What follows belongs to an exercise in optimizing a design on an open flow for small area; a production flow would make more cautious choices. RTL that was checked went through simulation tests only; none was proved equivalent to the original. The RTL of runs 5 to 7 was laid out without a check of its function. No activity file was given, so power comes from the tool's default toggle rates. The clock port is modelled as an ideal driver; clocking choices that lean on that would not hold on a real chip.

--- config.mk ---
export PLATFORM = sky130hd
export DESIGN_NAME = max_pooling2x2
export DESIGN_NICKNAME = max_pooling2x2
export VERILOG_FILES = /design/flow/design.v
export SDC_FILE = /design/flow/constraint.sdc
export NUM_CORES = 8
export LEC_CHECK = 0
export CAP_MARGIN = 20
export CORE_MARGIN = 2
export CORE_UTILIZATION = 40
export SLEW_MARGIN = 20
--- design.v ---
module max_fp_2input #(parameter DATA_WIDTH = 32)(o_sel, i_data_0, i_data_1);
input 	[DATA_WIDTH-1:0] 	i_data_0;    
input 	[DATA_WIDTH-1:0] 	i_data_1;    
output 							o_sel;       
wire lt = (i_data_0[DATA_WIDTH-2:0] < i_data_1[DATA_WIDTH-2:0]);
assign o_sel = lt ? ~i_data_1[DATA_WIDTH-1] : i_data_0[DATA_WIDTH-1];
endmodule
module lines_buffer_maxpool
	#(	parameter IMAGE_WIDTH = 28)
	(	input      clk,
		input      rst_n,
		input      i_valid,
		output reg col_odd,
		output reg row_odd,
		output reg o_valid
	);
localparam NB = IMAGE_WIDTH/2;
reg [3:0] blk;       
always @(posedge clk or negedge rst_n) begin
	if (!rst_n) begin
		col_odd <= 1'b0;
		row_odd <= 1'b0;
		blk     <= 0;
		o_valid <= 1'b0;
	end else begin
		o_valid <= i_valid & col_odd & row_odd;
		if (i_valid) begin
			col_odd <= ~col_odd;
			if (col_odd) begin
				if (blk == NB-1) begin
					blk     <= 0;
					row_odd <= ~row_odd;
				end else
					blk <= blk + 1'b1;
			end
		end
	end
end
endmodule
module max_pooling2x2 
	#(	parameter DATA_WIDTH = 32,
		parameter IMAGE_WIDTH = 28)
	(	clk,
		rst_n,
		i_valid,
		i_data,
		o_data,
		o_valid
	);
input 							clk;
input 							rst_n;
input 							i_valid;
input 	[DATA_WIDTH-1:0] 	i_data;
output 	[DATA_WIDTH-1:0] 	o_data;
output 							o_valid;
localparam NB = IMAGE_WIDTH/2;
wire col_odd, row_odd;
lines_buffer_maxpool #(.IMAGE_WIDTH(IMAGE_WIDTH)) Position (
	.clk(clk), .rst_n(rst_n), .i_valid(i_valid),
	.col_odd(col_odd), .row_odd(row_odd), .o_valid(o_valid));
reg [DATA_WIDTH-1:0] R [0:NB-1];
wire sel_head, sel_tail;
max_fp_2input #(.DATA_WIDTH(DATA_WIDTH)) MaxHead (sel_head, R[0],    i_data);
max_fp_2input #(.DATA_WIDTH(DATA_WIDTH)) MaxTail (sel_tail, R[NB-1], i_data);
wire take_new = col_odd ? sel_head : (~row_odd | sel_tail);
always @(posedge clk) begin
	if (i_valid) begin
		if (col_odd) begin
			if (take_new) R[0] <= i_data;
		end else begin
			R[0] <= take_new ? i_data : R[NB-1];
		end
	end
end
genvar k;
generate
	for (k = 1; k < NB; k = k + 1) begin : chain
		always @(posedge clk)
			if (i_valid & ~col_odd) R[k] <= R[k-1];
	end
endgenerate
assign o_data = R[0];
endmodule
--- constraint.sdc ---
create_clock -name core_clock -period 30.0 [get_ports {clk}]
set_input_delay 6.0000 -clock core_clock [delete_from_list [all_inputs] [get_ports {clk}]]
set_output_delay 6.0000 -clock core_clock [all_outputs]
set_load 0.01 [all_outputs]
--- run.sh ---
#!/bin/bash
# synth_recipe.tcl (not shown) runs the flow's synth.tcl, then flattens the netlist and writes it again
# the make line also repeats each setting of config.mk as NAME=value (left out here)
make -C /OpenROAD-flow-scripts/flow DESIGN_CONFIG=/design/flow/config.mk WORK_HOME=/design/flow/orfs CLKGATE_MAP_FILE= SYNTH_SCRIPT=/design/flow/synth_recipe.tcl finish
==> impl_metrics.toml, run 1 <==
[run_status]
status = "no timing/DRC/antenna violations"

[pwr]
power-per-cell-area_mw_per_mm2 = 91.1
ir_drop_v = 0.0000718
power.leakage_nw = 6.45

[synth]
synth-seq-cells = 455
synth_cell_type_count = 41
synth.yosys.seq_area_share = 0.868
avg_synthesized_cell_area_um2 = 22.8
post_synth_design_cell_area_mm2 = 0.0157
synthCells = 690
synth.net_count = 785
yosys_warnings = 4

[sta]
timing.max_slew.rel_slack = 0.290
post_route_clock_period_utilization = 0.365
worst_margin_slew_ns = 1.06
fmax_mhz = 91.3
finalWorstPathRequiredPeriod_ns = 10.95
drv_slew = 0
holdWs_ns = 0.412
fin_worst_skew_ns = 0.0175
final-hold-violation-count = 0
grt_setup_unrepaired = "false"
setup_tns_ns = 0
setup-violations-final = 0

[job]
max_cap_viol_count = 0

[global_route]
antenna_violations_before_repair = 0
global_route_wire_length_before_repair_mm = 36.3
grt_overflow = 0
first_global_vias = 6384
grt_start_max_net_pins = 88
grt_overall_usage = 0.117

[clocking]
tritoncts = "yes"
clock_latency_ns = 0.54
clock_tree.buffer_depth = 3
register_clock_pin_slew_on_the_reported_worst_setup_and_hold_paths_ns = 0.06
cts-hold-fix-buffers = 0
clock_sinks = 455
postCtsSetupRepairBufs = 0
numCtsBuffers = 45
ctsRootBufferMaster = "sky130_fd_sc_hd__clkbuf_16"
cts-htree-levels = 2
cts-resized-gates = 0

[min_path]
worst_hold_path_type = "reg2reg"
hold_path_depth = 0
hp-start = "R[4][24]"
hold-path-endpoint = "R[5][24]"

[setup_path]
endpoint_kind = "flop"
worstPathRequired_ns = 30.17
critical_path.top_delay_family = "buffers and inverters"
r2r_cells = 5
worst-r2r-setup-slack_ns = 24.62
critical_path_class = "in2reg"
critical_path.slowest_cell = "sky130_fd_sc_hd__buf_4"
r2r_end = "R[8][25]"
worstPathCellList = "clkdlybuf4s50_1, nor2b_4, buf_4, buf_4, buf_4, buf_4"
path_max_fanout = 87
regToRegStartpoint = "Position.col_odd"
start_kind = "input port"
critical-path-top-cell-by-count = "sky130_fd_sc_hd__buf_4"
arrival_ns = 11.12
worst_path_largest_cell_delay_ns = 0.95
cp.buffers_inverters = 5

[drt]
final_antenna_net_count = 0
detail_route.wl_per_cell_um = 17.5
drt_iter0_markers = 434
remaining_drc_errors = 0
routed_via_density = 4.70
routed_wirelength_mm = 23.8
drtPass1Iterations = 6
vias = 6382

[placement]
dp_hpwl_mm = 14.0
placed_cells = 1278
io_buffers = 67
finalWeightedCongestion = 0.724

[layout]
layout.cells.most_common = "sky130_fd_sc_hd__edfxtp_1"
layoutNonFillerInstCount = 1359
drive_gt1_frac = 0.130
antenna_cells = 0
final_nets = 902
syn2layout_area_growth_pct = 17.7
mostFrequentLayoutCells = "448 x sky130_fd_sc_hd__edfxtp_1, 67 x sky130_fd_sc_hd__clkdlybuf4s50_1, 60 x sky130_fd_sc_hd__ha_1"

[die]
dieHeight_um = 202
die-width_um = 202
row_count = 72
initial_core_util = 0.405
coreArea_mm2 = 0.0387
io-pin-count = 68
floorplan.die_area_mm2 = 0.0408
registers in the layout (all words and copies together) (netlist names):
name / count
Position.blk: 4
Position.col_odd: 1
Position.o_valid: 1
Position.row_odd: 1
R: 448
worst max path at each step:
| stage | start | to | depth (start not counted) |
|---|---|---|---|
| after global placement | i_valid | R[7][24] | 6 |
| after floorplan | i_valid | R[10][0] | 1 |
| after detailed placement | i_valid | R[7][24] | 6 |
| after global routing | i_valid | R[11][28] | 6 |
| after CTS | i_valid | R[10][25] | 6 |
| final | i_valid | R[8][25] | 6 |
per-layer routing:
metal  GRT usage  wire [um]  up-vias
met3      0.0297       1270       47
met5           0          0        -
li1            -          -     2980
met2       0.163      10000      132
met1       0.179      11900     3223
met4      0.0391        606        0
cell families (layout without fill, tap and decap cells):
kind of cell / after synthesis / after routing / share of synthesized area
flops: 455 / 455 / 0.868
mux: 33 / 33 / 0.0309
simple gates: 44 / 44 / 0.0166
buf+inv: 36 / 187 / 0.0100
xor+xnor: 3 / 3 / 0.00167
fa+ha+maj: 60 / 60 / 0.0478
compound gates: 59 / 59 / 0.0249
synth_stat cells:
library cell | instances | area share
sky130_fd_sc_hd__edfxtp_1 | 448 | 0.86
sky130_fd_sc_hd__ha_1 | 60 | 0.048
sky130_fd_sc_hd__inv_1 | 32 | 0.0077
sky130_fd_sc_hd__mux2_4 | 30 | 0.029
sky130_fd_sc_hd__a21oi_1 | 19 | 0.0061
sky130_fd_sc_hd__a21o_1 | 12 | 0.0057
sky130_fd_sc_hd__nand2_1 | 11 | 0.0026
sky130_fd_sc_hd__o21ai_0 | 10 | 0.0032
sky130_fd_sc_hd__nand4_1 | 8 | 0.0032
sky130_fd_sc_hd__nor2_1 | 8 | 0.0019
sky130_fd_sc_hd__dfrtp_1 | 7 | 0.011
sky130_fd_sc_hd__a211o_1 | 3 | 0.0017
sky130_fd_sc_hd__buf_6 | 3 | 0.0022
sky130_fd_sc_hd__a211oi_1 | 2 | 0.00096
sky130_fd_sc_hd__a221oi_1 | 2 | 0.0011
sky130_fd_sc_hd__and2_1 | 2 | 0.00080
sky130_fd_sc_hd__and4_2 | 2 | 0.0013
sky130_fd_sc_hd__nand2b_1 | 2 | 0.00080
sky130_fd_sc_hd__nand3_1 | 2 | 0.00064
sky130_fd_sc_hd__nor2b_1 | 2 | 0.00080
sky130_fd_sc_hd__o2111ai_1 | 2 | 0.0011
sky130_fd_sc_hd__o211ai_1 | 2 | 0.00096
sky130_fd_sc_hd__or3_1 | 2 | 0.00080
sky130_fd_sc_hd__xnor2_1 | 2 | 0.0011
sky130_fd_sc_hd__a21boi_0 | 1 | 0.00048
sky130_fd_sc_hd__a221o_1 | 1 | 0.00064
sky130_fd_sc_hd__a22oi_2 | 1 | 0.00080
sky130_fd_sc_hd__a31oi_2 | 1 | 0.00080
sky130_fd_sc_hd__a41oi_1 | 1 | 0.00056
sky130_fd_sc_hd__and2b_2 | 1 | 0.00056
sky130_fd_sc_hd__and4_1 | 1 | 0.00056
sky130_fd_sc_hd__clkbuf_1 | 1 | 0.00024
sky130_fd_sc_hd__mux2_2 | 1 | 0.00072
sky130_fd_sc_hd__mux2i_1 | 1 | 0.00064
sky130_fd_sc_hd__mux2i_2 | 1 | 0.00088
sky130_fd_sc_hd__nand4_2 | 1 | 0.00080
sky130_fd_sc_hd__nor3b_1 | 1 | 0.00048
sky130_fd_sc_hd__nor4_4 | 1 | 0.0014
sky130_fd_sc_hd__o21a_1 | 1 | 0.00048
sky130_fd_sc_hd__o21ai_1 | 1 | 0.00032
sky130_fd_sc_hd__xor2_1 | 1 | 0.00056
metrics by stage:
step            util  total power, mW  instance area [um^2]  setup WS, ns
2_1_floorplan      -             1.16                 15700          4.91
4_1_cts        0.477             1.71                 18500         18.99
6_report       0.477             1.68                 18500         19.05
3_3_place_gp   0.440             1.16                 17100         18.58
5_1_grt        0.477             1.76                 18500         18.52
3_5_place_dp   0.440             1.16                 17100         18.34
cell type report:
class	count	area (um^2)
Timing Repair Buffer	74	723
Tap cell	518	648
Clock buffer	54	1200
Clock inverter	27	210
Fill cell	3229	20300
Sequential cell	455	13600
Inverter	32	120
Multi-Input combinational cell	199	1940
worst reg2reg max path, stage by stage (launching register included):
cell                      delay, ns
sky130_fd_sc_hd__dfrtp_1       0.53
sky130_fd_sc_hd__nor2b_4       0.85
sky130_fd_sc_hd__buf_4         0.86
sky130_fd_sc_hd__buf_4         0.97
sky130_fd_sc_hd__buf_4         0.92
sky130_fd_sc_hd__buf_4         0.86
report_power, final:
| group | total, mW | internal (mW) | switching (mW) | leakage (nW) |
|---|---|---|---|---|
| registers | 0.953 | 0.899 | 0.0540 | 4.29 |
| logic | 0.192 | 0.0742 | 0.118 | 1.46 |
| clock network | 0.537 | 0.311 | 0.226 | 0.687 |
| total | 1.68 | 1.28 | 0.398 | 6.45 |
==> run 2: changes to the inputs <==
--- a/design.v
+++ b/design.v
@@ -1,9 +1,23 @@
-module max_fp_2input #(parameter DATA_WIDTH = 32)(o_sel, i_data_0, i_data_1);
+module max_fp_2input #(parameter DATA_WIDTH = 32)(o_sel, i_data_0, i_sign_1, i_nmag_1);
 input 	[DATA_WIDTH-1:0] 	i_data_0;    
-input 	[DATA_WIDTH-1:0] 	i_data_1;    
-output 							o_sel;       
-wire lt = (i_data_0[DATA_WIDTH-2:0] < i_data_1[DATA_WIDTH-2:0]);
-assign o_sel = lt ? ~i_data_1[DATA_WIDTH-1] : i_data_0[DATA_WIDTH-1];
+input 							i_sign_1;    
+input 	[DATA_WIDTH-2:0] 	i_nmag_1;    
+output 							o_sel;
+wire [DATA_WIDTH-1:0] ge;
+assign ge[1] = i_data_0[0] | i_nmag_1[0];
+genvar i;
+generate
+	for (i = 1; i < DATA_WIDTH-1; i = i + 1) begin : chain
+		maj3_cell Carry (.a(i_data_0[i]), .b(i_nmag_1[i]), .c(ge[i]), .y(ge[i+1]));
+	end
+endgenerate
+assign o_sel = ge[DATA_WIDTH-1] ? i_data_0[DATA_WIDTH-1] : ~i_sign_1;
+endmodule
+module maj3_cell (input a, input b, input c, output y);
+assign y = (a & b) | (c & (a | b));
+endmodule
+module mux2_cell (input a0, input a1, input s, output y);
+assign y = s ? a1 : a0;
 endmodule
 module lines_buffer_maxpool
 	#(	parameter IMAGE_WIDTH = 28)
@@ -59,24 +73,26 @@
 	.clk(clk), .rst_n(rst_n), .i_valid(i_valid),
 	.col_odd(col_odd), .row_odd(row_odd), .o_valid(o_valid));
 reg [DATA_WIDTH-1:0] R [0:NB-1];
+wire [DATA_WIDTH-2:0] nmag = ~i_data[DATA_WIDTH-2:0];
 wire sel_head, sel_tail;
-max_fp_2input #(.DATA_WIDTH(DATA_WIDTH)) MaxHead (sel_head, R[0],    i_data);
-max_fp_2input #(.DATA_WIDTH(DATA_WIDTH)) MaxTail (sel_tail, R[NB-1], i_data);
-wire take_new = col_odd ? sel_head : (~row_odd | sel_tail);
-always @(posedge clk) begin
-	if (i_valid) begin
-		if (col_odd) begin
-			if (take_new) R[0] <= i_data;
-		end else begin
-			R[0] <= take_new ? i_data : R[NB-1];
-		end
+max_fp_2input #(.DATA_WIDTH(DATA_WIDTH)) MaxHead (sel_head, R[0],    i_data[DATA_WIDTH-1], nmag);
+max_fp_2input #(.DATA_WIDTH(DATA_WIDTH)) MaxTail (sel_tail, R[NB-1], i_data[DATA_WIDTH-1], nmag);
+wire pick_new = col_odd | ~row_odd | sel_tail;
+wire load0 = i_valid & (~col_odd | sel_head);
+wire shift = i_valid & ~col_odd;
+wire [DATA_WIDTH-1:0] next0;
+genvar k;
+generate
+	for (k = 0; k < DATA_WIDTH; k = k + 1) begin : in_mux
+		mux2_cell Sel (.a0(R[NB-1][k]), .a1(i_data[k]), .s(pick_new), .y(next0[k]));
 	end
-end
-genvar k;
+endgenerate
+always @(posedge clk)
+	if (load0) R[0] <= next0;
 generate
 	for (k = 1; k < NB; k = k + 1) begin : chain
 		always @(posedge clk)
-			if (i_valid & ~col_odd) R[k] <= R[k-1];
+			if (shift) R[k] <= R[k-1];
 	end
 endgenerate
 assign o_data = R[0];
--- a/config.mk
+++ b/config.mk
@@ -7,5 +7,10 @@
 export LEC_CHECK = 0
 export CAP_MARGIN = 20
 export CORE_MARGIN = 2
-export CORE_UTILIZATION = 40
+export CORE_UTILIZATION = 70
+export CTS_BUF_LIST = sky130_fd_sc_hd__clkbuf_8
+export CTS_CLUSTER_DIAMETER = 60
+export CTS_CLUSTER_SIZE = 16
 export SLEW_MARGIN = 20
+export SYNTH_HIERARCHICAL = 1
+export SYNTH_MINIMUM_KEEP_SIZE = 0
==> impl_metrics.toml, run 2 <==
[clocking]
clock_sinks = 455
clock_tree.buffer_depth = 3
cts-htree-levels = 2
numCtsBuffers = 35
clock_latency_ns = 0.56
ctsRootBufferMaster = "sky130_fd_sc_hd__clkbuf_8"
register_clock_pin_slew_on_the_reported_worst_setup_and_hold_paths_ns = 0.10
cts-hold-fix-buffers = 0
postCtsSetupRepairBufs = 0
cts-resized-gates = 0
tritoncts = "yes"

[drt]
drtPass1Iterations = 5
detail_route.wl_per_cell_um = 21.3
final_antenna_net_count = 0
vias = 5686
routed_wirelength_mm = 21.4
drt_iter0_markers = 441
remaining_drc_errors = 0
routed_via_density = 5.67

[layout]
top_register = "R"
seq_area_mm2 = 0.0136
flip_flop_count_of_the_largest_register_all_copies_and_words_added = 448
top_regs = "R (448), Position.blk (4)"
multi_input_area_mm2 = 0.00134
layout.cells.most_common = "sky130_fd_sc_hd__edfxtp_1"
antenna_cells = 0
final.fill_count = 988
mostFrequentLayoutCells = "448 x sky130_fd_sc_hd__edfxtp_1, 67 x sky130_fd_sc_hd__clkdlybuf4s50_1, 60 x sky130_fd_sc_hd__maj3_2"
drive_gt1_frac = 0.202
finalInstanceArea_mm2 = 0.0168
syn2layout_area_growth_pct = 11.3
final_nets = 751

[synth]
synth.net_count = 640
yosys_warnings = 10
yosys-mux-area-fraction = 0.0332
synthDominantAreaCellType = "sky130_fd_sc_hd__edfxtp_1"
synthDominantCellAreaShare = 0.892
yosys.area_share.xor_xnor = 0.00174
avg_synthesized_cell_area_um2 = 24.9
most_frequent_cell_after_synthesis = "sky130_fd_sc_hd__edfxtp_1"
post_synth_design_cell_area_mm2 = 0.0151
synth-seq-cells = 455
synth_commonest_cells = "448 x sky130_fd_sc_hd__edfxtp_1, 60 x sky130_fd_sc_hd__maj3_2, 34 x sky130_fd_sc_hd__inv_1, 32 x sky130_fd_sc_hd__mux2_4, 7 x sky130_fd_sc_hd__dfrtp_1"
synth_cell_type_count = 23
count_of_flip_flops_with_a_built_in_enable_after_synthesis = 448
synth-compound-area-share = 0.00249
combinational_family_with_the_most_area_after_synthesis = "adder cells"
synthCells = 605
synth_simple_gate_area_frac = 0.00605
netlist_top_cells_area = "sky130_fd_sc_hd__edfxtp_1 89%, sky130_fd_sc_hd__maj3_2 4.5%, sky130_fd_sc_hd__mux2_4 3.2%"
synthFlopType = "sky130_fd_sc_hd__edfxtp_1"
async_reset_ff_frac = 0.0154
synth.yosys.seq_area_share = 0.903
adder_and_majority_cell_fraction_of_the_synthesized_area = 0.0448

[pwr]
p_clk_frac = 0.225
power.switching_mw = 0.321
seqPwrFrac = 0.678
power.leakage_nw = 5.69
power.share.combinational = 0.097
ir_drop_v = 0.0000590
power-per-cell-area_mw_per_mm2 = 82.5
power_switching_share = 0.232
power_report.internal_total_mw = 1.06

[sta]
holdWs_ns = 0.415
timing.max_slew.rel_slack = 0.318
setup_tns_ns = 0
fmax_mhz = 57.8
final-hold-violation-count = 0
finalWorstPathRequiredPeriod_ns = 17.29
post_route_clock_period_utilization = 0.576
setup-violations-final = 0
worst_margin_slew_ns = 1.02
final_setup_slack_of_the_worst_path_ns = 12.71
fin_worst_skew_ns = 0.0231
drv_slew = 0
grt_setup_unrepaired = "false"

[setup_path]
start_kind = "input port"
worstPathRequired_ns = 30.32
endpoint_kind = "flop"
critical_path.slowest_cell = "sky130_fd_sc_hd__clkdlybuf4s50_1"
critical-path-top-cell-by-count = "sky130_fd_sc_hd__maj3_2"
critical_path_class = "in2reg"
cp.buffers_inverters = 3
worst-r2r-setup-slack_ns = 18.24
path_max_fanout = 32
worst_path_largest_cell_delay_ns = 0.48
critical_path.top_delay_family = "adder cells"
arrival_ns = 17.60

[global_route]
most_crowded_layer_gr = "met2"
grt_overall_usage = 0.197
global_route_wire_length_before_repair_mm = 32.4
grt.met2_usage = 0.310
antenna_violations_before_repair = 1
use_met3 = 0.0446
grt_start_max_net_pins = 97
grt_util_met1 = 0.284
first_global_vias = 5824
grt_overflow = 0

[placement]
io_buffers = 67
place_worst_setup_slack_ns = 12.17
dp_hpwl_mm = 12.0
finalWeightedCongestion = 0.770
detailed_place.area_mm2 = 0.0162

[die]
initial_core_util = 0.715
floorplan.die_area_mm2 = 0.0227
row_count = 53
coreArea_mm2 = 0.0211
die-width_um = 151
io-pin-count = 68
dieHeight_um = 151

[job]
max_cap_viol_count = 0

[min_path]
worst_hold_path_type = "reg2reg"

[run_status]
status = "no timing/DRC/antenna violations"
==> run 2: final timing paths <==
| kind | end | cells after the start | start |
|---|---|---|---|
| min in group asynchronous | Position.col_odd | 1 | rst_n |
| max in group asynchronous | Position.blk[2] | 1 | rst_n |
| min | R[13][10] | 0 | R[12][10] |
| max | R[0][1] | 37 | i_data[0] |
| min reg2reg | R[13][10] | 0 | R[12][10] |
| max reg2reg | R[0][1] | 35 | R[13][0] |
==> run 2: area by class of cell <==
cell class | instances | area share
Inverter | 34 | 0.00760
Timing Repair Buffer | 74 | 0.0440
Multi-Input combinational cell | 116 | 0.0800
Clock buffer | 36 | 0.0295
Tap cell | 275 | 0.0205
Clock inverter | 13 | 0.00715
Sequential cell | 455 | 0.811
==> run 2: worst reg2reg max path: cells and delay by family (launching register included) <==
family	cells	cell delay [ns]
fa+ha+maj	30	9.53
flops	1	0.44
mux	2	0.54
simple gates	2	0.68
buf+inv	1	0.34
==> run 2: metrics by stage <==
step	total power, mW	utilization	std cells
floorplan	1.04	-	605
global placement	1.07	0.766	953
detailed placement	1.09	0.766	953
CTS	1.40	0.795	1002
global route	1.44	0.797	1003
finish	1.39	0.797	1003
==> run 2: power groups by stage <==
stage | combinational (mW) | clock, mW | sequential [mW]
finish | 0.134 | 0.312 | 0.939
global route | 0.145 | 0.342 | 0.954
CTS | 0.133 | 0.322 | 0.944
detailed placement | 0.134 | 0 | 0.951
global placement | 0.126 | 0 | 0.946
floorplan | 0.0836 | 0 | 0.958
==> run 2: logic make-up (layout without fill, tap and decap cells) <==
| kind of cell | Yosys count | after routing |
|---|---|---|
| AOI/OAI and AO/OA | 6 | 6 |
| xor gates and xnor gates | 3 | 3 |
| adders and majority gates | 60 | 60 |
| buffers and inverters | 34 | 157 |
| DFF | 455 | 455 |
| muxes | 34 | 34 |
| and+or+nand+nor | 13 | 13 |
==> run 2: routing by layer <==
layer | part of all wire | up-vias
met4 | 0.017 | 2
met2 | 0.49 | 148
met1 | 0.44 | 2921
met3 | 0.055 | 33
li1 | - | 2582
met5 | 0.00033 | -
==> run 2: modules after synthesis, one instance, submodules excluded, excerpt <==
module | cell area [um^2] | flip-flops and latches
max_pooling2x2 | 13600 | 448
mux2_cell | 15.0 | 0
maj3_cell | 11.3 | 0
==> run 3: changes to the inputs <==
--- a/config.mk
+++ b/config.mk
@@ -8,9 +8,9 @@
 export CAP_MARGIN = 20
 export CORE_MARGIN = 2
 export CORE_UTILIZATION = 70
-export CTS_BUF_LIST = sky130_fd_sc_hd__clkbuf_8
-export CTS_CLUSTER_DIAMETER = 60
-export CTS_CLUSTER_SIZE = 16
+export CTS_BUF_LIST = sky130_fd_sc_hd__clkbuf_16
+export CTS_CLUSTER_DIAMETER = 100
+export CTS_CLUSTER_SIZE = 30
 export SLEW_MARGIN = 20
 export SYNTH_HIERARCHICAL = 1
 export SYNTH_MINIMUM_KEEP_SIZE = 0
==> impl_metrics.toml, run 3 <==
[run_status]
status = "no timing/DRC/antenna violations"

[setup_path]
cp.buffers_inverters = 3
arrival_ns = 17.56
worstPathRequired_ns = 30.29
critical_path_cell_count = 37
worst-r2r-setup-slack_ns = 18.28
endpoint_kind = "flop"
critical_path.top_delay_family = "adder cells"
critical_path_class = "in2reg"
critical_path.slowest_cell = "sky130_fd_sc_hd__clkdlybuf4s50_1"
worst_path_largest_cell_delay_ns = 0.48
start_kind = "input port"
r2r_cells = 35
critical-path-top-cell-by-count = "sky130_fd_sc_hd__maj3_2"
path_max_fanout = 32
regToRegStartpoint = "R[13][0]"
r2r_end = "R[0][1]"

[layout]
mostFrequentLayoutCells = "448 x sky130_fd_sc_hd__edfxtp_1, 67 x sky130_fd_sc_hd__clkdlybuf4s50_1, 60 x sky130_fd_sc_hd__maj3_2"
top_regs = "R (448), Position.blk (4)"
flip_flop_count_of_the_largest_register_all_copies_and_words_added = 448
layoutNonFillerInstCount = 981
syn2layout_area_growth_pct = 10.8
antenna_cells = 0
final_nets = 735
layout.cells.most_common = "sky130_fd_sc_hd__edfxtp_1"
drive_gt1_frac = 0.178
top_register = "R"

[sta]
fmax_mhz = 57.9
drv_slew = 0
finalWorstPathRequiredPeriod_ns = 17.27
worst_margin_slew_ns = 1.02
grt_setup_unrepaired = "false"
timing.max_slew.rel_slack = 0.320
setup_tns_ns = 0
final_setup_slack_of_the_worst_path_ns = 12.73
setup-violations-final = 0
final-hold-violation-count = 0
post_route_clock_period_utilization = 0.576
fin_worst_skew_ns = 0.0262

[clocking]
clock_latency_ns = 0.53
cts-hold-fix-buffers = 0
postCtsSetupRepairBufs = 0
cts-htree-levels = 1
cts-resized-gates = 0
ctsRootBufferMaster = "sky130_fd_sc_hd__clkbuf_16"
register_clock_pin_slew_on_the_reported_worst_setup_and_hold_paths_ns = 0.10
tritoncts = "yes"
numCtsBuffers = 19
clock_tree.buffer_depth = 3
clock_sinks = 455

[pwr]
ir_drop_v = 0.0000576
power-per-cell-area_mw_per_mm2 = 81.5
power.leakage_nw = 5.64

[die]
io-pin-count = 68
die-width_um = 151
coreArea_mm2 = 0.0211
dieHeight_um = 151
initial_core_util = 0.715
floorplan.die_area_mm2 = 0.0227
row_count = 53

[synth]
synthCells = 605
synth-seq-cells = 455
yosys_warnings = 10
avg_synthesized_cell_area_um2 = 24.9
synthDominantCellAreaShare = 0.892
synth.yosys.seq_area_share = 0.903
synth_cell_type_count = 23
synthDominantAreaCellType = "sky130_fd_sc_hd__edfxtp_1"
synthFlopType = "sky130_fd_sc_hd__edfxtp_1"
async_reset_ff_frac = 0.0154
count_of_flip_flops_with_a_built_in_enable_after_synthesis = 448
synth_commonest_cells = "448 x sky130_fd_sc_hd__edfxtp_1, 60 x sky130_fd_sc_hd__maj3_2, 34 x sky130_fd_sc_hd__inv_1, 32 x sky130_fd_sc_hd__mux2_4, 7 x sky130_fd_sc_hd__dfrtp_1"
synth.net_count = 640
netlist_top_cells_area = "sky130_fd_sc_hd__edfxtp_1 89%, sky130_fd_sc_hd__maj3_2 4.5%, sky130_fd_sc_hd__mux2_4 3.2%"
most_frequent_cell_after_synthesis = "sky130_fd_sc_hd__edfxtp_1"
post_synth_design_cell_area_mm2 = 0.0151

[global_route]
grt_overall_usage = 0.186
antenna_violations_before_repair = 0
grt_overflow = 0
global_route_wire_length_before_repair_mm = 31.2
grt_start_max_net_pins = 97
first_global_vias = 5623

[drt]
routed_wirelength_mm = 20.6
remaining_drc_errors = 0
final_antenna_net_count = 0
detail_route.wl_per_cell_um = 21.0
vias = 5561
routed_via_density = 5.67
drt_iter0_markers = 381
drtPass1Iterations = 4

[placement]
dp_hpwl_mm = 12.0
io_buffers = 67
placed_cells = 953
place_worst_setup_slack_ns = 12.17
finalWeightedCongestion = 0.770

[job]
max_cap_viol_count = 0

[min_path]
hold_path_depth = 0
hp-start = "R[5][2]"
hold-path-endpoint = "R[6][2]"
worst_hold_path_type = "reg2reg"
-- run 3: cell counts after synthesis --
Identical to the previous run, type by type.
-- run 3: final cells by class --
class / count / area [um^2]
clock inverters: 8 / 61.3
multi-input cells: 116 / 1340
clock buffers: 19 / 475
well taps: 275 / 344
repair buffers: 74 / 739
inverters: 34 / 128
flip-flops and latches: 455 / 13600
fillers: 1007 / 4370
-- run 3: per-layer routing --
| layer | vias up | GRT usage | wire (um) |
|---|---|---|---|
| met4 | 0 | 0.0430 | 393 |
| met2 | 76 | 0.299 | 10100 |
| met5 | - | 0 | 0 |
| met1 | 2917 | 0.277 | 9460 |
| met3 | 28 | 0.0322 | 708 |
| li1 | 2540 | - | - |
-- run 3: metrics by stage --
stage / power, mW / hold slack [ns] / utilization / area, um^2
after floorplan: 1.04 / 0.400 / - / 15100
after global placement: 1.07 / 0.401 / 0.766 / 16200
after detailed placement: 1.09 / 0.405 / 0.766 / 16200
after CTS: 1.37 / 0.407 / 0.792 / 16700
after global routing: 1.42 / 0.403 / 0.793 / 16700
final: 1.36 / 0.402 / 0.793 / 16700
-- run 3: how the worst max path moves through the flow --
| stage | start | end | slack (ns) |
|---|---|---|---|
| 2_1_floorplan | i_data[0] | R[0][0] | 11.58 |
| 3_3_place_gp | i_data[0] | R[0][0] | 12.29 |
| 3_5_place_dp | i_data[0] | R[0][28] | 12.17 |
| 4_1_cts | i_data[0] | R[0][23] | 12.71 |
| 5_1_grt | i_data[0] | R[0][23] | 12.57 |
| 6_report | i_data[0] | R[0][1] | 12.73 |
-- run 3: per-module statistics from Yosys (local to each module, per instance), excerpt --
module / flip-flops and latches / area, um^2
maj3_cell: 0 / 11.3
max_pooling2x2: 448 / 13600
mux2_cell: 0 / 15.0
-- run 3: worst reg2reg max path, delay by kind of cell (launching register included) --
kind / cells / cell delay [ns]
fa+ha+maj: 30 / 9.46
simple gates: 2 / 0.68
mux: 2 / 0.55
flops: 1 / 0.45
buf+inv: 1 / 0.34
-- run 3: power by group --
part           switching, mW  total, mW  internal (mW)
logic                 0.0856      0.133         0.0478
clock network          0.173      0.292          0.119
registers             0.0511      0.938          0.887
-- run 3: kinds of logic (layout without fill, tap and decap cells) --
kind of cell,count (synthesis),count (layout),synth area share
adders and majority gates,60,60,0.0448
DFF,455,455,0.903
buffers and inverters,34,135,0.00846
AOI/OAI and AO/OA,6,6,0.00249
muxes,34,34,0.0332
xor gates and xnor gates,3,3,0.00174
and+or+nand+nor,13,13,0.00605
==> run 4: changes to the inputs <==
==> flow/run.sh (new file) <==
#!/bin/bash
# Own layout flow: the standard synthesis, then every combinational cell
# set to its smallest drive strength (placement repair sizes up what needs
# it), then the standard layout with minimum-size port buffers and a
# clock tree built from fewer, larger clusters.
set -euo pipefail
LIB=$FLOW_HOME/platforms/$FLOW_PLATFORM/lib/sky130_fd_sc_hd__tt_025C_1v80.lib
RES=orfs/results/$FLOW_PLATFORM/max_pooling2x2/base

bash standard.sh synth > synth.log 2>&1
python3 flow/downsize.py "$LIB" $RES/1_2_yosys.v > downsize.log 2>&1

export BUFFER_PORTS_ARGS="-buffer_cell sky130_fd_sc_hd__buf_1"
export CTS_ARGS="-sink_clustering_enable -repair_clock_nets -sink_clustering_size 30 -sink_clustering_max_diameter 100 -buf_list sky130_fd_sc_hd__clkbuf_16"
bash standard.sh finish > layout.log 2>&1
==> flow/downsize.py (new file) <==
#!/usr/bin/env python3
"""Set every combinational cell of a synthesised netlist to the smallest drive
strength of its kind (same function and pins); flip-flops are left as they
are. Placement's repair then sizes up what needs more drive.
usage: downsize.py LIBERTY NETLIST"""
import re, sys, collections

lib, net = sys.argv[1], sys.argv[2]
txt = open(lib).read()
area = {}
seq = set()
for m in re.finditer(r'\n\s*cell\s*\(\s*"?(\w+)"?\s*\)\s*\{', txt):
    name = m.group(1)
    end = txt.find('\n    cell (', m.end())
    body = txt[m.end(): end if end > 0 else len(txt)]
    a = re.search(r'area\s*:\s*([\d.]+)', body)
    if a:
        area[name] = float(a.group(1))
    if re.search(r'\b(ff|latch|statetable)\s*\(', body) or 'dont_use : true' in body:
        seq.add(name)
dont = ('lpflow', 'probe', 'clk', 'dly', 'buf', 'conb', 'tap', 'fill', 'decap', 'diode')
groups = collections.defaultdict(list)
for n in area:
    m = re.match(r'(sky130_fd_sc_hd__\w+?)_(\d+)$', n)
    if m and n not in seq and not any(d in n for d in dont):
        groups[m.group(1)].append(n)
best = {}
for base, ns in groups.items():
    small = min(ns, key=lambda n: (area[n], n))
    for n in ns:
        if n != small and area[n] > area[small]:
            best[n] = small

src = open(net).read()
count = collections.Counter()
def sub(m):
    c = m.group(1)
    if c in best:
        count[c + ' -> ' + best[c]] += 1
        return m.group(0).replace(c, best[c], 1)
    return m.group(0)
out = re.sub(r'^(\s*)(sky130_fd_sc_hd__\w+)(\s)', lambda m: m.group(1) + best.get(m.group(2), m.group(2)) + m.group(3), src, flags=re.M)
for m in re.finditer(r'^\s*(sky130_fd_sc_hd__\w+)\s', src, flags=re.M):
    if m.group(1) in best:
        count[m.group(1) + ' -> ' + best[m.group(1)]] += 1
open(net, 'w').write(out)
for k, v in sorted(count.items()):
    print(f'{v:5d} {k}')
==> standard.sh (new file) <==
#!/bin/bash
# synth_recipe.tcl (not shown) runs the flow's synth.tcl, then flattens the netlist and writes it again
# the make line also repeats each setting of config.mk as NAME=value (left out here)
make -C /OpenROAD-flow-scripts/flow DESIGN_CONFIG=/design/flow/config.mk WORK_HOME=/design/flow/orfs CLKGATE_MAP_FILE= SYNTH_SCRIPT=/design/flow/synth_recipe.tcl "${@:-finish}"
--- a/config.mk
+++ b/config.mk
@@ -8,9 +8,6 @@
 export CAP_MARGIN = 20
 export CORE_MARGIN = 2
 export CORE_UTILIZATION = 70
-export CTS_BUF_LIST = sky130_fd_sc_hd__clkbuf_16
-export CTS_CLUSTER_DIAMETER = 100
-export CTS_CLUSTER_SIZE = 30
 export SLEW_MARGIN = 20
 export SYNTH_HIERARCHICAL = 1
 export SYNTH_MINIMUM_KEEP_SIZE = 0
removed: run.sh
==> impl_metrics.toml, run 4 <==
[layout]
flip_flop_count_of_the_largest_register_all_copies_and_words_added = 448
final_nets = 733
layout.cells.most_common = "sky130_fd_sc_hd__edfxtp_1"
top_regs = "R (448), Position.blk (4)"
finalInstanceArea_mm2 = 0.0161
mostFrequentLayoutCells = "448 x sky130_fd_sc_hd__edfxtp_1, 67 x sky130_fd_sc_hd__buf_1, 60 x sky130_fd_sc_hd__maj3_1"
drive_gt1_frac = 0.0398
syn2layout_area_growth_pct = 7.95
antenna_cells = 0
top_register = "R"

[placement]
finalWeightedCongestion = 0.808
dp_hpwl_mm = 11.6
io_buffers = 67
place_worst_setup_slack_ns = 10.74
detailed_place.area_mm2 = 0.0155

[drt]
detail_route.wl_per_cell_um = 20.5
routed_wirelength_mm = 20.1
remaining_drc_errors = 0
vias = 5505
drtPass1Iterations = 7
final_antenna_net_count = 0
drt_iter0_markers = 385
routed_via_density = 5.62

[sta]
timing.max_slew.rel_slack = 0.309
final_setup_slack_of_the_worst_path_ns = 11.28
drv_slew = 0
worst_margin_slew_ns = 1.04
holdWs_ns = 0.405
grt_setup_unrepaired = "false"
setup-violations-final = 0
fmax_mhz = 53.4
fin_worst_skew_ns = 0.0289
setup_tns_ns = 0
final-hold-violation-count = 0
post_route_clock_period_utilization = 0.624
finalWorstPathRequiredPeriod_ns = 18.72

[setup_path]
endpoint_kind = "flop"
path_max_fanout = 32
cp.buffers_inverters = 2
crit_path_start = "i_data[0]"
regToRegStartpoint = "R[13][0]"
critical_path.top_delay_family = "adder cells"
critical_path.slowest_cell = "sky130_fd_sc_hd__or3b_2"
critical_path_class = "in2reg"
worst-r2r-setup-slack_ns = 16.47
worstPathRequired_ns = 30.28
start_kind = "input port"
worst_path_largest_cell_delay_ns = 0.81
arrival_ns = 19.00
critical-path-top-cell-by-count = "sky130_fd_sc_hd__maj3_1"

[global_route]
grt_start_max_net_pins = 96
first_global_vias = 5505
antenna_violations_before_repair = 0
global_route_wire_length_before_repair_mm = 30.4
grt_overflow = 0
grt_overall_usage = 0.182

[clocking]
cts-hold-fix-buffers = 0
tritoncts = "yes"
clock_tree.buffer_depth = 3
clock_sinks = 455
clock_latency_ns = 0.53
register_clock_pin_slew_on_the_reported_worst_setup_and_hold_paths_ns = 0.11
cts-resized-gates = 0
ctsRootBufferMaster = "sky130_fd_sc_hd__clkbuf_16"
postCtsSetupRepairBufs = 0
cts-htree-levels = 1
numCtsBuffers = 19

[pwr]
ir_drop_v = 0.0000567
finalPower_mw = 1.34
power.leakage_nw = 5.20
power-per-cell-area_mw_per_mm2 = 83.3

[run_status]
status = "no timing/DRC/antenna violations"

[synth]
synthCells = 605
synth.net_count = 640
yosys_warnings = 10
post_synth_design_cell_area_mm2 = 0.0149
avg_synthesized_cell_area_um2 = 24.6

[die]
io-pin-count = 68
floorplan.die_area_mm2 = 0.0224
die-width_um = 150
coreArea_mm2 = 0.0210
dieHeight_um = 150
row_count = 53
initial_core_util = 0.710

[job]
max_cap_viol_count = 0

[min_path]
hp-start = "R[4][9]"
worst_hold_path_type = "reg2reg"
## run 4: routing by layer
metal	vias to the layer above	share of wire	track usage
met5	-	0	0
met4	0	0.020	0.0491
met3	29	0.038	0.0284
met2	83	0.47	0.279
met1	2849	0.47	0.285
li1	2544	-	-
## run 4: area by class of cell
type / instances / area, um^2
clock buffer: 19 / 475
clock inverter: 8 / 56.3
fill: 1117 / 4890
inverter: 34 / 128
multi-input combinational: 116 / 1140
sequential: 455 / 13600
tap: 275 / 344
timing repair buffer: 72 / 293
## run 4: per-stage QoR
stage / std cells / util
after floorplan: 605 / -
after global placement: 952 / 0.741
after detailed placement: 952 / 0.741
after CTS: 979 / 0.766
after global routing: 979 / 0.766
final: 979 / 0.766
## run 4: path summary, 6_finish.rpt
kind	endpoint	depth (start not counted)
min in group asynchronous	Position.blk[1]	1
min	R[5][9]	0
max reg2reg	R[0][4]	34
max in group asynchronous	Position.row_odd	1
max	R[0][4]	36
min reg2reg	R[5][9]	0
## run 4: worst reg2reg max path: cells and delay by family (launching register included)
family	cells	cell delay (ns)
adder cells (fa/ha/maj)	30	11.21
AND/OR/NAND/NOR	2	1.05
multiplexers	2	0.62
flip-flops	1	0.44
## run 4: where the power goes
part | total [mW] | switching [mW] | internal [mW]
registers | 0.938 | 0.0504 | 0.887
clock network | 0.292 | 0.174 | 0.118
logic | 0.108 | 0.0823 | 0.0260
==> run 5: changes to the inputs <==
--- a/design.v
+++ b/design.v
@@ -16,8 +16,8 @@
 module maj3_cell (input a, input b, input c, output y);
 assign y = (a & b) | (c & (a | b));
 endmodule
-module mux2_cell (input a0, input a1, input s, output y);
-assign y = s ? a1 : a0;
+module mux2_cell (input a0, input a1, input s0, input s1, output y);
+assign y = (s1 & a1) | (s0 & a0);
 endmodule
 module lines_buffer_maxpool
 	#(	parameter IMAGE_WIDTH = 28)
@@ -84,7 +84,7 @@
 genvar k;
 generate
 	for (k = 0; k < DATA_WIDTH; k = k + 1) begin : in_mux
-		mux2_cell Sel (.a0(R[NB-1][k]), .a1(i_data[k]), .s(pick_new), .y(next0[k]));
+		mux2_cell Sel (.a0(R[NB-1][k]), .a1(i_data[k]), .s0(~pick_new), .s1(pick_new), .y(next0[k]));
 	end
 endgenerate
 always @(posedge clk)
--- a/flow/run.sh
+++ b/flow/run.sh
@@ -11,5 +11,5 @@
 python3 flow/downsize.py "$LIB" $RES/1_2_yosys.v > downsize.log 2>&1
 
 export BUFFER_PORTS_ARGS="-buffer_cell sky130_fd_sc_hd__buf_1"
-export CTS_ARGS="-sink_clustering_enable -repair_clock_nets -sink_clustering_size 30 -sink_clustering_max_diameter 100 -buf_list sky130_fd_sc_hd__clkbuf_16"
+export CTS_ARGS="-sink_clustering_enable -repair_clock_nets -sink_clustering_size 30 -sink_clustering_max_diameter 100 -buf_list sky130_fd_sc_hd__clkbuf_16 -dont_use_dummy_load"
 bash standard.sh finish > layout.log 2>&1
==> impl_metrics.toml, run 5 <==
[clocking]
clock_tree.buffer_depth = 3
cts-hold-fix-buffers = 0
clock_sinks = 455
cts-htree-levels = 1
ctsRootBufferMaster = "sky130_fd_sc_hd__clkbuf_16"
register_clock_pin_slew_on_the_reported_worst_setup_and_hold_paths_ns = 0.10
tritoncts = "yes"
clock_latency_ns = 0.52
numCtsBuffers = 19
postCtsSetupRepairBufs = 0
cts-resized-gates = 0

[pwr]
power-per-cell-area_mw_per_mm2 = 83.2
finalPower_mw = 1.33
power.leakage_nw = 5.15
ir_drop_v = 0.0000669

[synth]
synth_commonest_cells = "448 x sky130_fd_sc_hd__edfxtp_1, 60 x sky130_fd_sc_hd__maj3_2, 35 x sky130_fd_sc_hd__inv_1, 32 x sky130_fd_sc_hd__a22o_1, 7 x sky130_fd_sc_hd__dfrtp_1"
synthFlopType = "sky130_fd_sc_hd__edfxtp_1"
post_synth_design_cell_area_mm2 = 0.0148
async_reset_ff_frac = 0.0154
synth.yosys.chip_area_mm2 = 0.0149
netlist_top_cells_area = "sky130_fd_sc_hd__edfxtp_1 90%, sky130_fd_sc_hd__maj3_2 4.5%, sky130_fd_sc_hd__a22o_1 1.9%"
synth_cell_type_count = 22
synth-seq-cells = 455
synth.yosys.seq_area_share = 0.915
synthCells = 606
synthDominantAreaCellType = "sky130_fd_sc_hd__edfxtp_1"
most_frequent_cell_after_synthesis = "sky130_fd_sc_hd__edfxtp_1"
synthDominantCellAreaShare = 0.903
yosys_warnings = 10
avg_synthesized_cell_area_um2 = 24.4
count_of_flip_flops_with_a_built_in_enable_after_synthesis = 448
synth.net_count = 641

[global_route]
global_route_wire_length_before_repair_mm = 29.7
grt_overall_usage = 0.180
grt_overflow = 0
first_global_vias = 5387
antenna_violations_before_repair = 4
grt_start_max_net_pins = 98

[die]
dieHeight_um = 149
coreArea_mm2 = 0.0209
io-pin-count = 68
die-width_um = 149
floorplan.die_area_mm2 = 0.0223
row_count = 53
initial_core_util = 0.709

[placement]
detailed_place.area_mm2 = 0.0155
placed_cells = 953
place_worst_setup_slack_ns = 10.67
finalWeightedCongestion = 0.759
io_buffers = 67
dp_hpwl_mm = 11.8

[sta]
timing.max_slew.rel_slack = 0.295
drv_slew = 0
setup-violations-final = 0
grt_setup_unrepaired = "false"
fmax_mhz = 53.1
fin_worst_skew_ns = 0.0597
holdWs_ns = 0.356
final_setup_slack_of_the_worst_path_ns = 11.17
worst_margin_slew_ns = 1.06
finalWorstPathRequiredPeriod_ns = 18.83
final-hold-violation-count = 0
post_route_clock_period_utilization = 0.628
setup_tns_ns = 0

[layout]
flip_flop_count_of_the_largest_register_all_copies_and_words_added = 448
top_regs = "R (448), Position.blk (4)"
mostFrequentLayoutCells = "448 x sky130_fd_sc_hd__edfxtp_1, 67 x sky130_fd_sc_hd__buf_1, 60 x sky130_fd_sc_hd__maj3_1"
layout.core_utilization = 0.766
top_register = "R"
final.fill_count = 1080
drive_gt1_frac = 0.0415
layout.cells.most_common = "sky130_fd_sc_hd__edfxtp_1"
layoutNonFillerInstCount = 976
finalInstanceArea_mm2 = 0.0160
final_nets = 736
syn2layout_area_growth_pct = 8.07

[setup_path]
worst_path_largest_cell_delay_ns = 0.53
critical_path_class = "in2reg"
arrival_ns = 19.10
worstPathRequired_ns = 30.27
start_kind = "input port"
critical-path-top-cell-by-count = "sky130_fd_sc_hd__maj3_1"
critical_path.slowest_cell = "sky130_fd_sc_hd__inv_1"
endpoint_kind = "flop"
path_max_fanout = 33

[drt]
drtPass1Iterations = 4
drt_iter0_markers = 337
detail_route.wl_per_cell_um = 20.2
remaining_drc_errors = 0
routed_wirelength_mm = 19.7
final_antenna_net_count = 0
vias = 5495
routed_via_density = 5.63

[min_path]
worst_hold_path_type = "reg2reg"

[job]
max_cap_viol_count = 0

[run_status]
status = "no timing/DRC/antenna violations"
-- run 5: Yosys stat by module (local to each module, per instance), a selection --
module | cell area [um^2] | flip-flops and latches | times used | cells
max_pooling2x2 | 13600 | 448 | 1 | 484
maj3_cell | 11.3 | 0 | 60 | 1
mux2_cell | 8.76 | 0 | 32 | 1
-- run 5: power by group --
part           switching [mW]  leakage (nW)  internal, mW
sequential             0.0509          4.30         0.888
combinational          0.0846         0.618        0.0316
clock                   0.161         0.234         0.114
total                   0.297          5.15          1.03
-- run 5: critical path: cells and delay by family --
kind / cells / cell delay (ns)
fa+ha+maj: 30 / 11.10
buf+inv: 4 / 1.02
compound gates: 1 / 0.42
simple gates: 2 / 0.37
mux: 1 / 0.15
-- run 5: path summary, 6_finish.rpt --
kind,start,to,slack (ns),depth (start not counted)
setup / recovery,i_data[0],R[0][30],11.17,38
hold / removal,R[6][9],R[7][9],0.36,0
setup reg to reg,R[13][0],R[0][30],16.41,36
hold reg to reg,R[6][9],R[7][9],0.36,0
max in group asynchronous,rst_n,Position.row_odd,24.36,1
min in group asynchronous,rst_n,Position.o_valid,5.37,1
-- run 5: cell families after synthesis --
kind of cell,Yosys count,synth area share
multiplexers,2,0.00134
XOR/XNOR,3,0.00176
AND/OR/NAND/NOR,13,0.00638
AO/OA/AOI/OAI,38,0.0213
buffers and inverters,35,0.00882
flip-flops,455,0.915
adder cells (fa/ha/maj),60,0.0454
-- run 5: per-layer routing --
metal | routed length [um] | vias up | GRT usage
met2 | 9050 | 115 | 0.263
met3 | 1220 | 29 | 0.0442
li1 | - | 2579 | -
met4 | 294 | 4 | 0.0429
met1 | 9120 | 2768 | 0.285
met5 | 27 | - | 0
-- run 5: cell type report --
class	count	area, um^2	area share
Sequential cell	455	13600	0.852
Antenna cell	2	5.00	0.000313
Tap cell	275	344	0.0215
Inverter	35	131	0.00821
Clock buffer	19	475	0.0297
Timing Repair Buffer	74	352	0.0220
Multi-Input combinational cell	116	1060	0.0663
==> run 6: changes to the inputs <==
--- a/config.mk
+++ b/config.mk
@@ -5,9 +5,9 @@
 export SDC_FILE = /design/flow/constraint.sdc
 export NUM_CORES = 8
 export LEC_CHECK = 0
-export CAP_MARGIN = 20
+export CAP_MARGIN = 0
 export CORE_MARGIN = 2
 export CORE_UTILIZATION = 70
-export SLEW_MARGIN = 20
+export SLEW_MARGIN = 0
 export SYNTH_HIERARCHICAL = 1
 export SYNTH_MINIMUM_KEEP_SIZE = 0
==> impl_metrics.toml, run 6 <==
[synth]
synthCells = 606
synth.yosys.seq_area_share = 0.915
synth.net_count = 641
synth_simple_gate_area_frac = 0.00638
adder_and_majority_cell_fraction_of_the_synthesized_area = 0.0454
synthDominantAreaCellType = "sky130_fd_sc_hd__edfxtp_1"
yosys_warnings = 10
avg_synthesized_cell_area_um2 = 24.4
most_frequent_cell_after_synthesis = "sky130_fd_sc_hd__edfxtp_1"
combinational_family_with_the_most_area_after_synthesis = "adder cells"
async_reset_ff_frac = 0.0154
post_synth_design_cell_area_mm2 = 0.0148
synth.yosys.chip_area_mm2 = 0.0149
yosys-mux-area-fraction = 0.00134
synth_commonest_cells = "448 x sky130_fd_sc_hd__edfxtp_1, 60 x sky130_fd_sc_hd__maj3_2, 35 x sky130_fd_sc_hd__inv_1, 32 x sky130_fd_sc_hd__a22o_1, 7 x sky130_fd_sc_hd__dfrtp_1"
netlist_top_cells_area = "sky130_fd_sc_hd__edfxtp_1 90%, sky130_fd_sc_hd__maj3_2 4.5%, sky130_fd_sc_hd__a22o_1 1.9%"
synthFlopType = "sky130_fd_sc_hd__edfxtp_1"
synth-seq-cells = 455
yosys.area_share.xor_xnor = 0.00176
count_of_flip_flops_with_a_built_in_enable_after_synthesis = 448
synth-compound-area-share = 0.0213
synthDominantCellAreaShare = 0.903
synth_cell_type_count = 22

[placement]
place_worst_setup_slack_ns = 10.67
io_buffers = 67
finalWeightedCongestion = 0.759
dp_hpwl_mm = 11.8

[global_route]
grt_overall_usage = 0.180
first_global_vias = 5387
global_route_wire_length_before_repair_mm = 29.7
grt_overflow = 0
grt_start_max_net_pins = 98
antenna_violations_before_repair = 4

[sta]
setup_tns_ns = 0
setup-violations-final = 0
final-hold-violation-count = 0
finalWorstPathRequiredPeriod_ns = 18.77
final_setup_slack_of_the_worst_path_ns = 11.23
post_route_clock_period_utilization = 0.626
fin_worst_skew_ns = 0.0593
holdWs_ns = 0.356
worst_margin_slew_ns = 1.16
timing.max_slew.rel_slack = 0.224
drv_slew = 0
fmax_mhz = 53.3
grt_setup_unrepaired = "false"

[setup_path]
critical_path.top_delay_family = "adder cells"
worst_path_largest_cell_delay_ns = 0.52
endpoint_kind = "flop"
critical_path_cell_count = 38
cp.buffers_inverters = 4
path_max_fanout = 33
worstPathRequired_ns = 30.27
critical_path_class = "in2reg"
crit_path_start = "i_data[0]"
worst-r2r-setup-slack_ns = 16.47
critical-path-top-cell-by-count = "sky130_fd_sc_hd__maj3_1"
arrival_ns = 19.04
r2r_end = "R[0][30]"
start_kind = "input port"
regToRegStartpoint = "R[13][0]"
r2r_cells = 36
critical_path.slowest_cell = "sky130_fd_sc_hd__inv_1"
cp-endpoint = "R[0][30]"

[drt]
drt_iter0_markers = 317
remaining_drc_errors = 0
detail_route.wl_per_cell_um = 20.2
final_antenna_net_count = 0
routed_wirelength_mm = 19.7
drtPass1Iterations = 4
vias = 5479
routed_via_density = 5.63

[die]
die-width_um = 149
initial_core_util = 0.709
row_count = 53
floorplan.die_area_mm2 = 0.0223
coreArea_mm2 = 0.0209
dieHeight_um = 149
io-pin-count = 68

[clocking]
cts-hold-fix-buffers = 0
numCtsBuffers = 19
register_clock_pin_slew_on_the_reported_worst_setup_and_hold_paths_ns = 0.11
clock_sinks = 455
cts-resized-gates = 0
clock_latency_ns = 0.52
cts-htree-levels = 1
clock_tree.buffer_depth = 3
postCtsSetupRepairBufs = 0
tritoncts = "yes"
ctsRootBufferMaster = "sky130_fd_sc_hd__clkbuf_16"

[layout]
layout.cells.most_common = "sky130_fd_sc_hd__edfxtp_1"
drive_gt1_frac = 0.0387
top_register = "R"
flip_flop_count_of_the_largest_register_all_copies_and_words_added = 448
syn2layout_area_growth_pct = 7.65
top_regs = "R (448), Position.blk (4)"
final_nets = 734
mostFrequentLayoutCells = "448 x sky130_fd_sc_hd__edfxtp_1, 67 x sky130_fd_sc_hd__buf_1, 60 x sky130_fd_sc_hd__maj3_1"

[pwr]
power-per-cell-area_mw_per_mm2 = 83.3
power.switching_mw = 0.295
seqPwrFrac = 0.709
power_report.internal_total_mw = 1.03
p_clk_frac = 0.207
ir_drop_v = 0.0000669
power.leakage_nw = 5.13
power.share.combinational = 0.084
power_switching_share = 0.223

[min_path]
hp-start = "R[6][9]"
worst_hold_path_type = "reg2reg"

[job]
max_cap_viol_count = 0

[run_status]
status = "no timing/DRC/antenna violations"
## run 6: cells by family (layout without fill, tap and decap cells)
logic type,count (synthesis),after routing
buffers and inverters,35,126
other,0,2
multiplexers,2,2
adder cells (fa/ha/maj),60,60
flip-flops,455,455
AO/OA/AOI/OAI,38,38
XOR/XNOR,3,3
AND/OR/NAND/NOR,13,13
## run 6: final cells by class
class	count	area [um^2]
inverter	35	131
antenna	2	5.00
tap	275	344
fill	1094	4960
timing repair buffer	72	289
sequential	455	13600
multi-input combinational	116	1060
clock buffer	19	475
## run 6: stage by stage
stage | area [um^2] | power [mW] | util | instances
floorplan | 14800 | 1.06 | - | 606
global placement | 15500 | 1.05 | 0.740 | 953
detailed placement | 15500 | 1.07 | 0.740 | 953
CTS | 15900 | 1.34 | 0.763 | 972
global route | 15900 | 1.38 | 0.763 | 972
finish | 15900 | 1.33 | 0.763 | 974
## run 6: modules after synthesis, one instance, submodules excluded, excerpt
module / copies in the design / area [um^2] / flip-flops and latches / cells
maj3_cell: 60 / 11.3 / 0 / 1
max_pooling2x2: 1 / 13600 / 448 / 484
mux2_cell: 32 / 8.76 / 0 / 1
## run 6: how the worst min path moves through the flow
stage	end	slack [ns]	depth (start not counted)
final	R[7][9]	0.36	0
after global routing	R[7][9]	0.37	0
after CTS	R[7][9]	0.36	0
after detailed placement	R[11][0]	0.40	0
after global placement	R[2][20]	0.40	0
after floorplan	R[10][0]	0.40	0
## run 6: power by group through the flow
stage / sequential (mW) / combinational [mW] / clock (mW)
2_1_floorplan: 0.987 / 0.0752 / 0
3_3_place_gp: 0.947 / 0.108 / 0
3_5_place_dp: 0.954 / 0.113 / 0
4_1_cts: 0.944 / 0.113 / 0.286
5_1_grt: 0.955 / 0.123 / 0.303
6_report: 0.940 / 0.111 / 0.275
## run 6: worst reg2reg max path, delay by kind of cell (launching register included)
| kind | cells | cell delay [ns] |
|---|---|---|
| adders and majority gates | 30 | 11.08 |
| buffers and inverters | 2 | 0.88 |
| AOI/OAI and AO/OA | 1 | 0.43 |
| DFF | 1 | 0.40 |
| and+or+nand+nor | 2 | 0.37 |
| muxes | 1 | 0.14 |
## run 6: layer usage
| layer | GRT usage | vias to the layer above | part of all wire |
|---|---|---|---|
| met3 | 0.0442 | 29 | 0.058 |
| met4 | 0.0429 | 4 | 0.015 |
| met1 | 0.285 | 2765 | 0.47 |
| li1 | - | 2573 | - |
| met5 | 0 | - | 0.0014 |
| met2 | 0.263 | 108 | 0.46 |
==> run 7: changes to the inputs <==
--- a/flow/run.sh
+++ b/flow/run.sh
@@ -11,5 +11,5 @@
 python3 flow/downsize.py "$LIB" $RES/1_2_yosys.v > downsize.log 2>&1
 
 export BUFFER_PORTS_ARGS="-buffer_cell sky130_fd_sc_hd__buf_1"
-export CTS_ARGS="-sink_clustering_enable -repair_clock_nets -sink_clustering_size 30 -sink_clustering_max_diameter 100 -buf_list sky130_fd_sc_hd__clkbuf_16 -dont_use_dummy_load"
+export CTS_ARGS="-sink_clustering_enable -repair_clock_nets -sink_clustering_size 33 -sink_clustering_max_diameter 100 -buf_list sky130_fd_sc_hd__clkbuf_16 -sink_clustering_buffer sky130_fd_sc_hd__clkbuf_16 -tree_buf sky130_fd_sc_hd__clkbuf_4 -root_buf sky130_fd_sc_hd__clkbuf_4 -dont_use_dummy_load"
 bash standard.sh finish > layout.log 2>&1
--- a/config.mk
+++ b/config.mk
@@ -5,9 +5,9 @@
 export SDC_FILE = /design/flow/constraint.sdc
 export NUM_CORES = 8
 export LEC_CHECK = 0
-export CAP_MARGIN = 0
+export CAP_MARGIN = 20
 export CORE_MARGIN = 2
 export CORE_UTILIZATION = 70
-export SLEW_MARGIN = 0
+export SLEW_MARGIN = 20
 export SYNTH_HIERARCHICAL = 1
 export SYNTH_MINIMUM_KEEP_SIZE = 0
==> impl_metrics.toml, run 7 <==
[clocking]
register_clock_pin_slew_on_the_reported_worst_setup_and_hold_paths_ns = 0.12
postCtsSetupRepairBufs = 0
numCtsBuffers = 17
tritoncts = "yes"
ctsRootBufferMaster = "sky130_fd_sc_hd__clkbuf_4"
cts-htree-levels = 1
clock_tree.buffer_depth = 3
cts-hold-fix-buffers = 0
clock_latency_ns = 0.73
clock_sinks = 455
cts-resized-gates = 0

[layout]
top_register = "R"
mostFrequentLayoutCells = "448 x sky130_fd_sc_hd__edfxtp_1, 67 x sky130_fd_sc_hd__buf_1, 60 x sky130_fd_sc_hd__maj3_1"
finalInstanceArea_mm2 = 0.0159
layout.cells.most_common = "sky130_fd_sc_hd__edfxtp_1"
drive_gt1_frac = 0.0374
flip_flop_count_of_the_largest_register_all_copies_and_words_added = 448
multi_input_area_mm2 = 0.00106
layoutNonFillerInstCount = 975
syn2layout_area_growth_pct = 7.25
final_nets = 733
top_regs = "R (448), Position.blk (4)"
seq_area_mm2 = 0.0136
final.fill_count = 1105

[placement]
detailed_place.area_mm2 = 0.0155
finalWeightedCongestion = 0.759
io_buffers = 67
dp_hpwl_mm = 11.8
placed_cells = 953
place_worst_setup_slack_ns = 10.67

[synth]
synthDominantAreaCellType = "sky130_fd_sc_hd__edfxtp_1"
count_of_flip_flops_with_a_built_in_enable_after_synthesis = 448
synth.net_count = 641
synthFlopType = "sky130_fd_sc_hd__edfxtp_1"
netlist_top_cells_area = "sky130_fd_sc_hd__edfxtp_1 90%, sky130_fd_sc_hd__maj3_2 4.5%, sky130_fd_sc_hd__a22o_1 1.9%"
synthDominantCellAreaShare = 0.903
synth.yosys.chip_area_mm2 = 0.0149
post_synth_design_cell_area_mm2 = 0.0148
synthCells = 606
synth-seq-cells = 455
most_frequent_cell_after_synthesis = "sky130_fd_sc_hd__edfxtp_1"
synth-compound-area-share = 0.0213
synth.yosys.seq_area_share = 0.915
adder_and_majority_cell_fraction_of_the_synthesized_area = 0.0454
synth_simple_gate_area_frac = 0.00638
yosys.area_share.xor_xnor = 0.00176
async_reset_ff_frac = 0.0154
avg_synthesized_cell_area_um2 = 24.4
synth_commonest_cells = "448 x sky130_fd_sc_hd__edfxtp_1, 60 x sky130_fd_sc_hd__maj3_2, 35 x sky130_fd_sc_hd__inv_1, 32 x sky130_fd_sc_hd__a22o_1, 7 x sky130_fd_sc_hd__dfrtp_1"
synth_cell_type_count = 22
combinational_family_with_the_most_area_after_synthesis = "adder cells"
yosys_warnings = 10
yosys-mux-area-fraction = 0.00134

[drt]
remaining_drc_errors = 0
routed_wirelength_mm = 20.2
drtPass1Iterations = 5
detail_route.wl_per_cell_um = 20.7
final_antenna_net_count = 0
vias = 5522
routed_via_density = 5.66
drt_iter0_markers = 406

[setup_path]
critical_path_class = "in2reg"
endpoint_kind = "flop"
worst_path_largest_cell_delay_ns = 0.53
critical-path-top-cell-by-count = "sky130_fd_sc_hd__maj3_1"
worstPathRequired_ns = 30.40
critical_path.slowest_cell = "sky130_fd_sc_hd__inv_1"
start_kind = "input port"
worst-r2r-setup-slack_ns = 16.36
path_max_fanout = 33
arrival_ns = 19.06

[sta]
worst_margin_slew_ns = 1.05
final_setup_slack_of_the_worst_path_ns = 11.34
setup-violations-final = 0
drv_slew = 0
finalWorstPathRequiredPeriod_ns = 18.66
holdWs_ns = 0.357
fin_worst_skew_ns = 0.0991
setup_tns_ns = 0
grt_setup_unrepaired = "false"
timing.max_slew.rel_slack = 0.301
final-hold-violation-count = 0
fmax_mhz = 53.6
post_route_clock_period_utilization = 0.622

[global_route]
grt_overflow = 0
global_route_wire_length_before_repair_mm = 30.1
grt_start_max_net_pins = 98
first_global_vias = 5373
grt_overall_usage = 0.183
antenna_violations_before_repair = 5

[die]
floorplan.die_area_mm2 = 0.0223
row_count = 53
io-pin-count = 68
dieHeight_um = 149
coreArea_mm2 = 0.0209
die-width_um = 149
initial_core_util = 0.709

[job]
max_cap_viol_count = 0

[pwr]
power-per-cell-area_mw_per_mm2 = 82.0
power.leakage_nw = 5.09
ir_drop_v = 0.0000691

[min_path]
worst_hold_path_type = "reg2reg"

[run_status]
status = "no timing/DRC/antenna violations"
## run 7: cell counts after synthesis
Identical to the previous run, type by type.
## run 7: cell type report
| type | count | share of cell area |
|---|---|---|
| Multi-Input combinational cell | 116 | 0.0668 |
| Clock buffer | 17 | 0.0235 |
| Sequential cell | 455 | 0.859 |
| Inverter | 35 | 0.00828 |
| Timing Repair Buffer | 73 | 0.0207 |
| Tap cell | 275 | 0.0217 |
| Antenna cell | 4 | 0.000631 |
## run 7: logic make-up (layout without fill, tap and decap cells)
kind of cell / after synthesis / after routing
flops: 455 / 455
buf+inv: 35 / 125
xor+xnor: 3 / 3
simple gates: 13 / 13
fa+ha+maj: 60 / 60
mux: 2 / 2
compound gates: 38 / 38
other cells: 0 / 4
## run 7: per-layer routing
metal	up-vias	routed length, um	part of all wire	track usage
met4	4	252	0.012	0.0357
met5	-	27	0.0013	0
met2	105	9380	0.46	0.267
li1	2571	-	-	-
met3	24	1160	0.058	0.0405
met1	2818	9390	0.46	0.299
## run 7: power breakdown
group | internal [mW] | switching, mW
clock | 0.0881 | 0.160
combinational | 0.0298 | 0.0842
sequential | 0.888 | 0.0521
## run 7: worst max-delay path, delay by kind of cell
| kind | cells | cell delay [ns] |
|---|---|---|
| mux | 1 | 0.14 |
| buf+inv | 4 | 1.04 |
| compound gates | 1 | 0.41 |
| simple gates | 2 | 0.37 |
| fa+ha+maj | 30 | 11.08 |
## run 7: worst paths after layout
path                       startpoint          endpoint  cells past startpoint
max                         i_data[0]          R[0][26]                     38
min                          R[2][27]          R[3][27]                      0
max reg2reg                  R[13][0]          R[0][26]                     36
min reg2reg                  R[2][27]          R[3][27]                      0
max in group asynchronous       rst_n  Position.row_odd                      1
min in group asynchronous       rst_n  Position.o_valid                      1
## run 7: per-module statistics from Yosys, one instance, submodules excluded, excerpt
module	cell area [um^2]	flops+latches	cells	times used
max_pooling2x2	13600	448	484	1
maj3_cell	11.3	0	1	60
mux2_cell	8.76	0	1	32
## run 7: metrics by stage
step           total power [mW]   util
2_1_floorplan              1.06      -
3_3_place_gp               1.05  0.740
3_5_place_dp               1.07  0.740
4_1_cts                    1.31  0.758
5_1_grt                    1.35  0.760
6_report                   1.30  0.760

afterwards: timing with drivers on the ports:
The flow's constraints put no driver on any port. The routed layouts listed below were extracted and timed again, unchanged, in two steps.
Step 1 sets driving cells, clkbuf_16 on the clock port and buf_2 on the other inputs (assumed; they add their load-dependent delay and slew).
Step 2, shift: input delay + t, output delay - t, t = (earliest + latest rising clock arrival at the registers) / 2. This alone moves slack from input paths to output paths.
a / b / c = ideal ports / drivers / drivers and shift; a / b = the first two.
| run | t (ns) | slack for setup (ns) | worst hold slack (ns) | worst setup path after step 2 |
|---|---|---|---|---|
| run 1 | 0.589 | 19.046 / 19.077 / 18.488 | 0.412 / 0.412 / 0.412 | input to register |
| run 2 | 0.593 | 12.713 / 12.730 / 12.137 | 0.415 / 0.415 / 0.415 | input to register |
| run 3 | 0.564 | 12.734 / 12.754 / 12.190 | 0.402 / 0.402 / 0.402 | input to register |
| run 4 | 0.558 | 11.275 / 11.301 / 10.743 | 0.405 / 0.405 / 0.405 | input to register |
| run 5 | 0.541 | 11.174 / 11.174 / 10.633 | 0.356 / 0.356 / 0.356 | input to register |
| run 6 | 0.539 | 11.229 / 11.229 / 10.690 | 0.356 / 0.356 / 0.356 | input to register |
| run 7 | 0.721 | 11.341 / 11.334 / 10.613 | 0.357 / 0.357 / 0.357 | input to register |
After both steps every run listed still meets setup and hold. For run 7, which loses most, drivers alone change the setup slack by -0.007 ns; drivers and shift together by -0.728 ns.
